This is an optimization exercise on Yosys and OpenROAD, whose aim is small area, a short achievable clock period and few clock cycles, not a production implementation. No functional check of the RTL was part of any run shown here. Power figures rest on the tool's default switching activity, not on a simulated workload.

File: run.sh
#!/bin/bash
# synth_recipe.tcl (not shown) runs the flow's synth.tcl, then flattens the netlist and writes it again
# the make line also repeats each setting of config.mk as NAME=value (left out here)
make -C /OpenROAD-flow-scripts/flow DESIGN_CONFIG=/design/flow/config.mk WORK_HOME=/design/flow/orfs CLKGATE_MAP_FILE= SYNTH_SCRIPT=/design/flow/synth_recipe.tcl finish
File: config.mk
export PLATFORM = sky130hd
export DESIGN_NAME = LASER
export DESIGN_NICKNAME = LASER
export VERILOG_FILES = /design/flow/design.v
export SDC_FILE = /design/flow/constraint.sdc
export NUM_CORES = 4
export LEC_CHECK = 0
export ABC_AREA = 1
export CAP_MARGIN = 20
export CORE_MARGIN = 2
export CORE_UTILIZATION = 40
export CTS_BUF_LIST = sky130_fd_sc_hd__clkbuf_4 sky130_fd_sc_hd__clkbuf_8
export SETUP_SLACK_MARGIN = 3.6
export SLEW_MARGIN = 20
File: constraint.sdc
create_clock -name core_clock -period 6.0 [get_ports {CLK}]
set_input_delay 1.2000 -clock core_clock [delete_from_list [all_inputs] [get_ports {CLK}]]
set_output_delay 1.2000 -clock core_clock [all_outputs]
set_load 0.01 [all_outputs]
File: design.v
module LASER(CLK, RST, X, Y, C1X, C1Y, C2X, C2Y, DONE);
input CLK, RST;
input [3:0] X, Y;
output reg DONE;
output [3:0] C1X, C1Y, C2X, C2Y;
reg rq;
reg [15:0] m0;
reg [15:0] m2;
reg [15:0] m3;
reg [15:0] m4;
reg [15:0] m5;
reg [15:0] m6;
reg [15:0] m7;
reg [15:0] m8;
reg [15:0] m9;
reg [15:0] m10;
reg [15:0] m11;
reg [15:0] m12;
reg [15:0] m13;
reg [15:0] m14;
reg [5:0] u;
wire [2:0] ph = u[2:0];
reg we, keep, cut, v6, v5, upd, last1, clr;
wire [5:0] un = (rq | (u == 6'd59)) ? 6'd0 : u + 6'd1;
wire [3:0] yo = Y - {ph, 1'b0} - 4'd2;    
wire [15:0] pdec = we ? (16'd1 << yo) : 16'd0;
always @(posedge CLK) begin
  rq <= RST;
  u <= un;
  we    <= ~RST & (un <= 6'd39);
  keep  <= ~RST & (un <= 6'd54);
  cut   <= (un >= 6'd40) & (un <= 6'd47);
  v6    <= (un[2:0] <= 3'd6);
  v5    <= (un[2:0] <= 3'd5);
  upd   <= ~RST & (un >= 6'd43) & (un <= 6'd58);
  last1 <= (un == 6'd50);
  clr   <= RST | (un == 6'd0);
end
localparam [7:0] E0_0 = 8'b11111010, E0_1 = 8'b01111111;
wire [1:0] wr0 = m0[1:0] & ~({2{cut}} & {E0_1[ph], E0_0[ph]});
always @(posedge CLK) m0 <= (keep ? {wr0, m0[15:2]} : 16'd0) | ((X == 4'd0) ? pdec : 16'd0);
localparam [7:0] E2_0 = 8'b01110111, E2_1 = 8'b10101111;
wire [1:0] wr2 = m2[1:0] & ~({2{cut}} & {E2_1[ph], E2_0[ph]});
always @(posedge CLK) m2 <= (keep ? {wr2, m2[15:2]} : 16'd0) | ((X == 4'd2) ? pdec : 16'd0);
localparam [7:0] E3_0 = 8'b01110111, E3_1 = 8'b10101111;
wire [1:0] wr3 = m3[1:0] & ~({2{cut}} & {E3_1[ph], E3_0[ph]});
always @(posedge CLK) m3 <= (keep ? {wr3, m3[15:2]} : 16'd0) | ((X == 4'd3) ? pdec : 16'd0);
localparam [7:0] E4_0 = 8'b11111111, E4_1 = 8'b10101111;
wire [1:0] wr4 = m4[1:0] & ~({2{cut}} & {E4_1[ph], E4_0[ph]});
always @(posedge CLK) m4 <= (keep ? {wr4, m4[15:2]} : 16'd0) | ((X == 4'd4) ? pdec : 16'd0);
localparam [7:0] E5_0 = 8'b01110111, E5_1 = 8'b10101111;
wire [1:0] wr5 = m5[1:0] & ~({2{cut}} & {E5_1[ph], E5_0[ph]});
always @(posedge CLK) m5 <= (keep ? {wr5, m5[15:2]} : 16'd0) | ((X == 4'd5) ? pdec : 16'd0);
localparam [7:0] E6_0 = 8'b01110111, E6_1 = 8'b10101111;
wire [1:0] wr6 = m6[1:0] & ~({2{cut}} & {E6_1[ph], E6_0[ph]});
always @(posedge CLK) m6 <= (keep ? {wr6, m6[15:2]} : 16'd0) | ((X == 4'd6) ? pdec : 16'd0);
localparam [7:0] E7_0 = 8'b01110111, E7_1 = 8'b01101111;
wire [1:0] wr7 = m7[1:0] & ~({2{cut}} & {E7_1[ph], E7_0[ph]});
always @(posedge CLK) m7 <= (keep ? {wr7, m7[15:2]} : 16'd0) | ((X == 4'd7) ? pdec : 16'd0);
localparam [7:0] E8_0 = 8'b11111010, E8_1 = 8'b01111111;
wire [1:0] wr8 = m8[1:0] & ~({2{cut}} & {E8_1[ph], E8_0[ph]});
always @(posedge CLK) m8 <= (keep ? {wr8, m8[15:2]} : 16'd0) | ((X == 4'd8) ? pdec : 16'd0);
localparam [7:0] E9_0 = 8'b11011000, E9_1 = 8'b11110111;
wire [1:0] wr9 = m9[1:0] & ~({2{cut}} & {E9_1[ph], E9_0[ph]});
always @(posedge CLK) m9 <= (keep ? {wr9, m9[15:2]} : 16'd0) | ((X == 4'd9) ? pdec : 16'd0);
localparam [7:0] E10_0 = 8'b11111111, E10_1 = 8'b11010111;
wire [1:0] wr10 = m10[1:0] & ~({2{cut}} & {E10_1[ph], E10_0[ph]});
always @(posedge CLK) m10 <= (keep ? {wr10, m10[15:2]} : 16'd0) | ((X == 4'd10) ? pdec : 16'd0);
localparam [7:0] E11_0 = 8'b10101111, E11_1 = 8'b11111000;
wire [1:0] wr11 = m11[1:0] & ~({2{cut}} & {E11_1[ph], E11_0[ph]});
always @(posedge CLK) m11 <= (keep ? {wr11, m11[15:2]} : 16'd0) | ((X == 4'd11) ? pdec : 16'd0);
localparam [7:0] E12_0 = 8'b11111111, E12_1 = 8'b10101111;
wire [1:0] wr12 = m12[1:0] & ~({2{cut}} & {E12_1[ph], E12_0[ph]});
always @(posedge CLK) m12 <= (keep ? {wr12, m12[15:2]} : 16'd0) | ((X == 4'd12) ? pdec : 16'd0);
localparam [7:0] E13_0 = 8'b11011000, E13_1 = 8'b01111111;
wire [1:0] wr13 = m13[1:0] & ~({2{cut}} & {E13_1[ph], E13_0[ph]});
always @(posedge CLK) m13 <= (keep ? {wr13, m13[15:2]} : 16'd0) | ((X == 4'd13) ? pdec : 16'd0);
localparam [7:0] E14_0 = 8'b11111111, E14_1 = 8'b11010111;
wire [1:0] wr14 = m14[1:0] & ~({2{cut}} & {E14_1[ph], E14_0[ph]});
always @(posedge CLK) m14 <= (keep ? {wr14, m14[15:2]} : 16'd0) | ((X == 4'd14) ? pdec : 16'd0);
wire w0_0 = m0[0];
wire w0_1 = m0[1];
wire w0_2 = m0[2] & v6;
wire w0_3 = m0[3] & v6;
wire w0_4 = m0[4] & v5;
wire w2_0 = m2[0];
wire w2_1 = m2[1];
wire w2_2 = m2[2] & v6;
wire w2_3 = m2[3] & v6;
wire w2_4 = m2[4] & v5;
wire w3_0 = m3[0];
wire w3_1 = m3[1];
wire w3_2 = m3[2] & v6;
wire w3_3 = m3[3] & v6;
wire w3_4 = m3[4] & v5;
wire w4_0 = m4[0];
wire w4_1 = m4[1];
wire w4_2 = m4[2] & v6;
wire w4_3 = m4[3] & v6;
wire w4_4 = m4[4] & v5;
wire w5_0 = m5[0];
wire w5_1 = m5[1];
wire w5_2 = m5[2] & v6;
wire w5_3 = m5[3] & v6;
wire w5_4 = m5[4] & v5;
wire w6_0 = m6[0];
wire w6_1 = m6[1];
wire w6_2 = m6[2] & v6;
wire w6_3 = m6[3] & v6;
wire w6_4 = m6[4] & v5;
wire w7_0 = m7[0];
wire w7_1 = m7[1];
wire w7_2 = m7[2] & v6;
wire w7_3 = m7[3] & v6;
wire w7_4 = m7[4] & v5;
wire w8_0 = m8[0];
wire w8_1 = m8[1];
wire w8_2 = m8[2] & v6;
wire w8_3 = m8[3] & v6;
wire w8_4 = m8[4] & v5;
wire w9_0 = m9[0];
wire w9_1 = m9[1];
wire w9_2 = m9[2] & v6;
wire w9_3 = m9[3] & v6;
wire w9_4 = m9[4] & v5;
wire w10_0 = m10[0];
wire w10_1 = m10[1];
wire w10_2 = m10[2] & v6;
wire w10_3 = m10[3] & v6;
wire w10_4 = m10[4] & v5;
wire w11_0 = m11[0];
wire w11_1 = m11[1];
wire w11_2 = m11[2] & v6;
wire w11_3 = m11[3] & v6;
wire w11_4 = m11[4] & v5;
wire w12_0 = m12[0];
wire w12_1 = m12[1];
wire w12_2 = m12[2] & v6;
wire w12_3 = m12[3] & v6;
wire w12_4 = m12[4] & v5;
wire w13_0 = m13[0];
wire w13_1 = m13[1];
wire w13_2 = m13[2] & v6;
wire w13_3 = m13[3] & v6;
wire w13_4 = m13[4] & v5;
wire w14_0 = m14[0];
wire w14_1 = m14[1];
wire w14_2 = m14[2] & v6;
wire w14_3 = m14[3] & v6;
wire w14_4 = m14[4] & v5;
reg [2:0] c0s; reg c00, c04;
reg [2:0] e2; reg [1:0] f2;
reg [2:0] e4; reg [1:0] f4;
reg [2:0] e6; reg [1:0] f6;
reg [2:0] e8; reg [1:0] f8;
reg [2:0] e10; reg [1:0] f10;
reg [2:0] e12; reg [1:0] f12;
reg [2:0] e14; reg [1:0] f14;
always @(posedge CLK) begin
  c0s <= {2'd0, w0_0} + {2'd0, w0_1} + {2'd0, w0_2} + {2'd0, w0_3};
  c00 <= w0_0; c04 <= w0_4;
  e2 <= {2'd0, w2_0} + {2'd0, w2_1} + {2'd0, w2_2} + {2'd0, w2_3} + {2'd0, w3_0} + {2'd0, w3_1} + {2'd0, w3_2};
  f2 <= {1'd0, w2_4} + {1'd0, w3_3};
  e4 <= {2'd0, w4_0} + {2'd0, w4_1} + {2'd0, w4_2} + {2'd0, w4_3} + {2'd0, w5_0} + {2'd0, w5_1} + {2'd0, w5_2};
  f4 <= {1'd0, w4_4} + {1'd0, w5_3};
  e6 <= {2'd0, w6_0} + {2'd0, w6_1} + {2'd0, w6_2} + {2'd0, w6_3} + {2'd0, w7_0} + {2'd0, w7_1} + {2'd0, w7_2};
  f6 <= {1'd0, w6_4} + {1'd0, w7_3};
  e8 <= {2'd0, w8_0} + {2'd0, w8_1} + {2'd0, w8_2} + {2'd0, w8_3} + {2'd0, w9_0} + {2'd0, w9_1} + {2'd0, w9_2};
  f8 <= {1'd0, w8_4} + {1'd0, w9_3};
  e10 <= {2'd0, w10_0} + {2'd0, w10_1} + {2'd0, w10_2} + {2'd0, w10_3} + {2'd0, w11_0} + {2'd0, w11_1} + {2'd0, w11_2};
  f10 <= {1'd0, w10_4} + {1'd0, w11_3};
  e12 <= {2'd0, w12_0} + {2'd0, w12_1} + {2'd0, w12_2} + {2'd0, w12_3} + {2'd0, w13_0} + {2'd0, w13_1} + {2'd0, w13_2};
  f12 <= {1'd0, w12_4} + {1'd0, w13_3};
  e14 <= {2'd0, w14_0} + {2'd0, w14_1} + {2'd0, w14_2} + {2'd0, w14_3};
  f14 <= {1'd0, w14_4};
end
reg [4:0] sc [0:6];
always @(posedge CLK) begin
  sc[0] <= {2'd0, e2} + {3'd0, f2} + {2'd0, e4} + {2'd0, c0s};
  sc[1] <= {2'd0, e4} + {3'd0, f4} + {2'd0, e6} + {4'd0, c00} + {4'd0, c04};
  sc[2] <= {2'd0, e6} + {3'd0, f6} + {2'd0, e8} + {2'd0, c0s} + {4'd0, c04};
  sc[3] <= {2'd0, e8} + {3'd0, f8} + {2'd0, e10} + {2'd0, c0s} + {4'd0, c04};
  sc[4] <= {2'd0, e10} + {3'd0, f10} + {2'd0, e12} + {2'd0, c0s} + {4'd0, c04};
  sc[5] <= {2'd0, e12} + {3'd0, f12} + {2'd0, e14} + {4'd0, c00} + {4'd0, c04};
  sc[6] <= {2'd0, e14} + {3'd0, f14} + {2'd0, c0s};
end
function gt5(input [4:0] a, input [4:0] b);
  reg [4:0] e;
  begin
    e = a ~^ b;
    gt5 = (a[4] & ~b[4]) | (e[4] & a[3] & ~b[3]) | (e[4] & e[3] & a[2] & ~b[2]) |
          (e[4] & e[3] & e[2] & a[1] & ~b[1]) | (e[4] & e[3] & e[2] & e[1] & a[0] & ~b[0]);
  end
endfunction
wire c0_1 = gt5(sc[1], sc[0]);   
wire c0_2 = gt5(sc[2], sc[0]);   
wire c0_3 = gt5(sc[3], sc[0]);   
wire c0_4 = gt5(sc[4], sc[0]);   
wire c0_5 = gt5(sc[5], sc[0]);   
wire c0_6 = gt5(sc[6], sc[0]);   
wire c1_2 = gt5(sc[2], sc[1]);   
wire c1_3 = gt5(sc[3], sc[1]);   
wire c1_4 = gt5(sc[4], sc[1]);   
wire c1_5 = gt5(sc[5], sc[1]);   
wire c1_6 = gt5(sc[6], sc[1]);   
wire c2_3 = gt5(sc[3], sc[2]);   
wire c2_4 = gt5(sc[4], sc[2]);   
wire c2_5 = gt5(sc[5], sc[2]);   
wire c2_6 = gt5(sc[6], sc[2]);   
wire c3_4 = gt5(sc[4], sc[3]);   
wire c3_5 = gt5(sc[5], sc[3]);   
wire c3_6 = gt5(sc[6], sc[3]);   
wire c4_5 = gt5(sc[5], sc[4]);   
wire c4_6 = gt5(sc[6], sc[4]);   
wire c5_6 = gt5(sc[6], sc[5]);   
wire win0 = ~c0_1 & ~c0_2 & ~c0_3 & ~c0_4 & ~c0_5 & ~c0_6;
wire win1 = c0_1 & ~c1_2 & ~c1_3 & ~c1_4 & ~c1_5 & ~c1_6;
wire win2 = c0_2 & c1_2 & ~c2_3 & ~c2_4 & ~c2_5 & ~c2_6;
wire win3 = c0_3 & c1_3 & c2_3 & ~c3_4 & ~c3_5 & ~c3_6;
wire win4 = c0_4 & c1_4 & c2_4 & c3_4 & ~c4_5 & ~c4_6;
wire win5 = c0_5 & c1_5 & c2_5 & c3_5 & c4_5 & ~c5_6;
wire win6 = c0_6 & c1_6 & c2_6 & c3_6 & c4_6 & c5_6;
reg [4:0] rs;
reg [2:0] rx;
always @(posedge CLK) begin
  rs <= ({5{win0}} & sc[0]) | ({5{win1}} & sc[1]) | ({5{win2}} & sc[2]) | ({5{win3}} & sc[3]) | ({5{win4}} & sc[4]) | ({5{win5}} & sc[5]) | ({5{win6}} & sc[6]);
  rx <= {win3 | win4 | win5 | win6, win1 | win2 | win5 | win6, win0 | win2 | win4 | win6};
end
reg [4:0] bs;
reg [2:0] bx, br, b1x, b1r;
wire rwin = gt5(rs, bs);
wire [2:0] row3 = ph - 3'd3;    
always @(posedge CLK) begin
  if (clr) begin
    bs <= 5'd0; bx <= 3'd0; br <= 3'd0; b1x <= 3'd0; b1r <= 3'd0;
  end else if (last1) begin
    b1x <= rwin ? rx : bx; b1r <= rwin ? row3 : br;
    bs <= 5'd0; bx <= 3'd0; br <= 3'd0;
  end else if (upd & rwin) begin
    bs <= rs; bx <= rx; br <= row3;
  end
  DONE <= ~rq & (u == 6'd58);
end
assign C1X = {b1x, 1'b0};
assign C1Y = {b1r, 1'b0};
assign C2X = {bx, 1'b0};
assign C2Y = {br, 1'b0};
endmodule
==> results of run 1 <==
## where the power goes
part	switching [uW]	internal, uW
logic	359	166
clock network	949	1240
registers	39.0	2280
total	1350	3680
## through the flow
stage,total power (uW),util (%),hold slack (ns),std cells,setup WS (ns)
after detailed placement,2700,41.7,0.364,2248,2.28
after floorplan,2620,-,0.331,1793,3.10
after global placement,2700,41.7,0.357,2248,2.34
after CTS,4990,46.4,0.362,2371,3.56
final,5030,47.8,0.381,2387,3.45
after global routing,5220,47.8,0.377,2387,3.45
## layout make-up
class	count	area (um2)	area share, %
Timing Repair Buffer	50	532	2.96
Tap cell	511	639	3.56
Multi-Input combinational cell	1170	7870	43.8
Clock buffer	89	1120	6.23
Clock inverter	12	124	0.689
Timing Repair inverter	2	36.3	0.202
Inverter	215	840	4.67
Sequential cell	338	6800	37.9
## cells in the mapped netlist, types with 2 or more instances
cell	count	area [um2]
buf_1	8	30.0
nor2_1	71	267
o21ai_0	104	521
nor2_4	2	22.5
inv_1	197	739
buf_4	14	105
dfxtp_1	338	6770
a211oi_1	2	15.0
a21boi_0	17	128
fa_1	60	1200
o21ai_2	82	718
inv_2	16	60.1
o211ai_1	2	15.0
nand2_4	17	191
o22ai_1	23	144
nand2_2	8	50.1
clkbuf_1	36	135
nor3_1	3	15.0
o32ai_1	4	35.0
o21ai_1	66	330
nor2_2	12	75.1
xor2_1	6	52.6
buf_6	22	248
nand3_2	2	20.0
nand3_1	45	225
a21oi_1	23	115
ha_1	61	763
nand4_1	11	68.8
xnor2_1	5	43.8
o22ai_2	3	37.5
nand2_1	513	1930
a21o_1	2	15.0
## metal layers
metal	share of wire, %	routed length, um	track usage [%]	up-vias
met1	43	17800	27.2	5521
met2	48	19700	35.6	365
met5	0	0	0	-
li1	-	-	-	5805
met3	5.4	2240	2.94	97
met4	3.6	1490	8.54	0
## logic make-up (layout without fill, tap and decap cells)
kind of cell | count (synthesis) | count (layout)
other | 1 | 4
AO/OA/AOI/OAI | 333 | 333
AND/OR/NAND/NOR | 689 | 700
buffers and inverters | 296 | 368
adder cells (fa/ha/maj) | 121 | 121
flip-flops | 338 | 338
XOR/XNOR | 12 | 12
## worst min-delay path by stage
| stage | start | end |
|---|---|---|
| floorplan | m0[0] | c00 |
| global placement | m0[0] | c00 |
| detailed placement | m0[0] | c00 |
| CTS | m0[0] | c00 |
| global route | m0[0] | c00 |
| finish | m0[0] | c00 |
## critical path, stage by stage
cell and delay, ns:
buf_8 0.08, inv_8 0.03, ha_4 0.26, inv_4 0.03
fa_2 0.37, xnor2_2 0.22, or2_4 0.21, nand2_8 0.11
buf_12 0.17, inv_16 0.09, nand2_4 0.10, o22ai_1 0.22
## what timing repair did
| action | in CTS | in global routing |
|---|---|---|
| pin swaps | 32 | 21 |
| gates resized for setup | 153 | 81 |
| gates cloned | 12 | 1 |
| setup buffers | 10 | 14 |
| endpoints found under the setup margin | 257 | 207 |
==> results_dict.tcl, run 1 <==
set metrics [dict create \
    grtUsageTotal_pct 21.1 \
    drtIter0Drc 816 \
    powerDensity_nw_per_um2 280 \
    die_w_um 199 \
    grt_pass1_wl_um 64300 \
    io_pins 27 \
    wl_per_cell_um 17.3 \
    rsz0062_at_grt "true" \
    timing.final.crit_share_pct 42.6 \
    slew_viol_final 0 \
    reg2regPathDepth 8 \
    cellLeakagePower_uw 0.00756 \
    htree_levels 2 \
    r2r_slack_ns 3.64 \
    initial_utilization_pct 40.5 \
    rows 71 \
    largest_reg_flops 34 \
    grt_max_degree 114 \
    drtAntennaViolNets 0 \
    insertion_delay_ns 0.67 \
    required_ns 6.57 \
    cts_hold_buf 0 \
    clkTransAtPathRegs_ns 0.07 \
    mostFrequentLayoutCell "nand2_1" \
    detailed_place_hpwl_um 27200 \
    place_area_um2 15700 \
    drc_errors 0 \
    ys_seq_elements 338 \
    n_fill_cell 3548 \
    seq_area_frac_synth_pct 44.4 \
    irDropWorstVdd_mv 0.424 \
    syn-cell-area_um2 15200 \
    muxShareOfSynthArea_pct 0 \
    die_y_um 199 \
    firstDrtPassIters 7 \
    synth_edf_count 0 \
    vias 11788 \
    slew-limit-headroom_pct 28.7 \
    synth_compound_area_share_pct 13.9 \
    yosys_warnings 2 \
    layout-drive-gt1-share_pct 22.1 \
    worstReg2RegStart "m10[0]" \
    synth_ff_type "dfxtp_1" \
    gp_congestion 0.908 \
    core_area_um2 37600 \
    io_buffer_count 22 \
    root_buffer "clkbuf_8" \
    regMostFlops "sc" \
    worstHoldPathType "flip-flop to flip-flop" \
    hold_viol 0 \
    crit_start "Y[1]" \
    dieArea_um2 39700 \
    setup_tns_ns 0 \
    synth_xor_area_share_pct 0.739 \
    clockBufferDepth 3 \
    avgSynthCellArea_um2 8.51 \
    arrival_ns 3.12 \
    async_flop_share_pct 0 \
    viasPerCell 4.94 \
    synthCells 1790 \
    first_global_vias 11353 \
    worstHoldPathCells 0 \
    area_growth_pct 17.9 \
    path_max_fanout 7 \
    cts_made_buffers 56 \
    drt-total-wl_um 41200 \
    antenna_cells 0 \
    crit_path_end_kind "flip-flop" \
    min_period_ns 2.55 \
    synthSimpleGateAreaFrac_pct 19.2 \
    r2r_end "e10[1]" \
    start_kind "input pin" \
    fin_worst_skew_ns 0.0457 \
    status "finished clean" \
    cts_tree "yes" \
    mostFrequentLayoutCells "nand2_1 (499), dfxtp_1 (317), inv_1 (184), o21ai_2 (103), o21ai_1 (87)" \
    nets 1964 \
    final_area_um2 18000 \
    synth_top_family_by_area "simple AND/OR/NAND/NOR gates" \
    tightest_slew_ns 1.07 \
    critPathKind "input pin to flip-flop" \
    overflow 0 \
    max_cap_viol_count 0 \
    max_freq_ghz 0.392 \
    cts_sinks 338 \
    setup_viol 0 \
    antenna_found_initial 0 \
    yosys.area_share.adder_pct 12.9 \
    synth_cell_type_count 47 \
    cp-endpoint "m11[14]" \
]
==> run 2: changes to the inputs <==
--- a/config.mk
+++ b/config.mk
@@ -9,6 +9,5 @@
 export CAP_MARGIN = 20
 export CORE_MARGIN = 2
 export CORE_UTILIZATION = 40
-export CTS_BUF_LIST = sky130_fd_sc_hd__clkbuf_4 sky130_fd_sc_hd__clkbuf_8
 export SETUP_SLACK_MARGIN = 3.6
 export SLEW_MARGIN = 20
==> results_dict.tcl, run 2 <==
set metrics [dict create \
    async_flop_share_pct 0 \
    regMostFlops "sc" \
    worstReg2RegStart "m12[0]" \
    rsz0062_at_grt "true" \
    insertion_delay_ns 0.54 \
    seqPwrFrac_pct 44.9 \
    grt_max_degree 114 \
    drtIter0Drc 852 \
    reg2regPathDepth 8 \
    mostFrequentLayoutCell "nand2_1" \
    synth_top_area_share_pct 44.4 \
    fin_ws_ns 3.34 \
    drtAntennaViolNets 0 \
    core_area_um2 37600 \
    drt-total-wl_um 43000 \
    hp-start "m0[0]" \
    yosysMostFrequentCell "nand2_1" \
    synth_edf_count 0 \
    slew_viol_final 0 \
    synth_commonest_cells "nand2_1 (513), dfxtp_1 (338), inv_1 (197)" \
    io_buffer_count 22 \
    crit_slowest_cell "fa_2" \
    viasPerCell 5.04 \
    clkTransAtPathRegs_ns 0.06 \
    r2r_end "e12[1]" \
    cpPeakStageDelay_ns 0.36 \
    wl_per_cell_um 18.2 \
    cp_cell_sequence "buf_8, inv_8, ha_4, inv_4, fa_2, xnor2_2, or2_4, nand2_8, inv_16, nand2_8, o22ai_2" \
    max_cap_viol_count 0 \
    timing.final.crit_share_pct 44.4 \
    drc_errors 0 \
    hold-path-endpoint "c00" \
    dieArea_um2 39700 \
    avgSynthCellArea_um2 8.51 \
    r2r_slack_ns 3.60 \
    htree_levels 2 \
    required_ns 6.37 \
    initial_utilization_pct 40.5 \
    detailed_place_hpwl_um 27200 \
    antenna_cells 0 \
    cts_made_buffers 37 \
    min_period_ns 2.66 \
    slew-limit-headroom_pct 23.6 \
    tightest_slew_ns 1.15 \
    seq_area_frac_synth_pct 44.4 \
    cts_hold_buf 0 \
    p_sw_share_pct 26.5 \
    final_area_um2 18400 \
    synth_top_family_by_area "simple AND/OR/NAND/NOR gates" \
    final_util_pct 48.9 \
    area_growth_pct 20.6 \
    cts_sinks 338 \
    p_int_uw 3790 \
    rows 71 \
    powerDensity_nw_per_um2 281 \
    setup_tns_ns 0 \
    layout-drive-gt1-share_pct 22.1 \
    fin_worst_skew_ns 0.0231 \
    die_w_um 199 \
    path_max_fanout 8 \
    antenna_found_initial 0 \
    yosys_warnings 2 \
    syn-cell-area_um2 15200 \
    hold_viol 0 \
    die_y_um 199 \
    synth_ff_type "dfxtp_1" \
    cpMostUsedCell "nand2_8" \
    firstDrtPassIters 5 \
    status "finished clean" \
    io_pins 27 \
    critPathKind "input pin to flip-flop" \
    worstHoldPathType "flip-flop to flip-flop" \
    muxShareOfSynthArea_pct 0 \
    synthCells 1790 \
    synthSimpleGateAreaFrac_pct 19.2 \
    p_comb_share_pct 11.6 \
    place_area_um2 15700 \
    synth_cell_type_count 47 \
    ys_top_cells_by_area "dfxtp_1 (44%), nand2_1 (13%), fa_1 (7.9%)" \
    largest_reg_flops 34 \
    grt_pass1_wl_um 67300 \
    overflow 0 \
    clkPwrFrac_pct 43.5 \
    vias 11931 \
    setup_viol 0 \
    post-place-ws_ns 2.28 \
    crit_path_end_kind "flip-flop" \
    irDropWorstVdd_mv 0.206 \
    cellLeakagePower_uw 0.00763 \
    first_global_vias 11600 \
    max_freq_ghz 0.376 \
    mostFrequentLayoutCells "nand2_1 (498), dfxtp_1 (325), inv_1 (184), o21ai_2 (137), o21ai_1 (66)" \
    synth_compound_area_share_pct 13.9 \
    arrival_ns 3.03 \
    gp_congestion 0.908 \
    ys_seq_elements 338 \
    switchingPower_uw 1370 \
    yosysTopAreaCell "dfxtp_1" \
    yosys.area_share.adder_pct 12.9 \
    cts_tree "yes" \
    root_buffer "clkbuf_16" \
    worstHoldPathCells 0 \
    grtUsageTotal_pct 22.1 \
    start_kind "input pin" \
    nets 1960 \
    clockBufferDepth 3 \
    synth_xor_area_share_pct 0.739 \
]
-- run 2: cell types whose count changed in the layout (fill, tap and decap cells not counted), moves of 10 or more --
cell       delta
buf_2        -13
clkbuf_16    +37
o21ai_1      -21
o21ai_0      -13
nand2_8      +10
clkbuf_8     -61
o21ai_2      +34
clkbuf_4     -17
-- run 2: layer usage --
layer / vias up / GRT usage [%] / part of all wire, %
met1: 5648 / 27.9 / 42
met3: 106 / 3.11 / 4.9
met5: - / 0 / 0
li1: 5795 / - / -
met4: 0 / 9.01 / 4.0
met2: 382 / 38.1 / 49
-- run 2: worst max path at each step --
stage | startpoint | endpoint | slack, ns | depth (start not counted)
after floorplan | Y[1] | m14[14] | 3.10 | 11
after global placement | Y[1] | m14[2] | 2.34 | 10
after detailed placement | Y[1] | m0[13] | 2.28 | 9
after CTS | Y[1] | m0[15] | 3.39 | 11
after global routing | X[3] | m9[4] | 3.29 | 5
final | Y[1] | m3[14] | 3.34 | 11
-- run 2: through the flow --
step / total power [uW] / cells / hold slack (ns)
2_1_floorplan: 2620 / 1793 / 0.331
3_3_place_gp: 2700 / 2248 / 0.357
3_5_place_dp: 2700 / 2248 / 0.364
4_1_cts: 5150 / 2358 / 0.372
5_1_grt: 5330 / 2365 / 0.389
6_report: 5160 / 2365 / 0.377
-- run 2: power by group through the flow --
stage | sequential, uW | clock, uW | combinational, uW
2_1_floorplan | 2340 | 0 | 271
3_5_place_dp | 2360 | 0 | 337
5_1_grt | 2320 | 2380 | 636
6_report | 2320 | 2240 | 600
4_1_cts | 2320 | 2270 | 569
3_3_place_gp | 2370 | 0 | 333
-- run 2: layout make-up --
cell class,instances,area [um2]
Timing Repair Buffer,59,659
Fill cell,3465,19200
Inverter,215,840
Timing Repair inverter,2,36.3
Clock buffer,54,1100
Tap cell,511,639
Sequential cell,338,6790
Multi-Input combinational cell,1176,8210
Clock inverter,10,101
-- run 2: logic make-up after synthesis --
| family | after synthesis |
|---|---|
| compound gates | 333 |
| xor+xnor | 12 |
| fa+ha+maj | 121 |
| buf+inv | 296 |
| flops | 338 |
| other cells | 1 |
| simple gates | 689 |
-- run 2: timing repair --
item / CTS / global route
gates resized for setup: 232 / 31
cloned: 19 / 0
pin swaps: 41 / 11
setup endpoints to repair: 257 / 237
setup buffers: 27 / 6
-- run 2: critical path, delay by kind of cell --
| kind | cells | cell delay, ns |
|---|---|---|
| AOI/OAI and AO/OA | 1 | 0.09 |
| xor gates and xnor gates | 1 | 0.16 |
| adders and majority gates | 2 | 0.62 |
| buffers and inverters | 4 | 0.26 |
| and+or+nand+nor | 3 | 0.66 |

==> separate check: timing with driven ports <==
The flow's constraints put no driver on any port. The routed layouts listed below were extracted and timed again, unchanged, in two steps.
Step 1 sets driving cells, clkbuf_16 on the clock port and buf_2 on the other inputs (assumed; they add their load-dependent delay and slew).
Step 2 moves the port delays by t, midway between the first and last clock arrival at a register: inputs arrive t later, outputs are due t later. That takes back most of the time a late clock gives input paths.
a / b / c = no drivers / after step 1 / after step 2; a / b = the first two.
| run | t, ns | slack for setup (ns) | hold slack, ns | latest minus earliest clock arrival (ns) |
|---|---|---|---|---|
| run 1 | 0.691 | 3.446 / 3.439 / 2.748 | 0.381 / 0.381 / 0.381 | 0.053 / 0.052 |
| run 2 | 0.580 | 3.338 / 3.335 / 2.755 | 0.377 / 0.377 / 0.377 | 0.025 / 0.024 |
After both steps setup and hold are still met in every run listed. For run 1, which loses most, drivers alone change the setup slack by -0.007 ns; drivers and shift together by -0.698 ns.
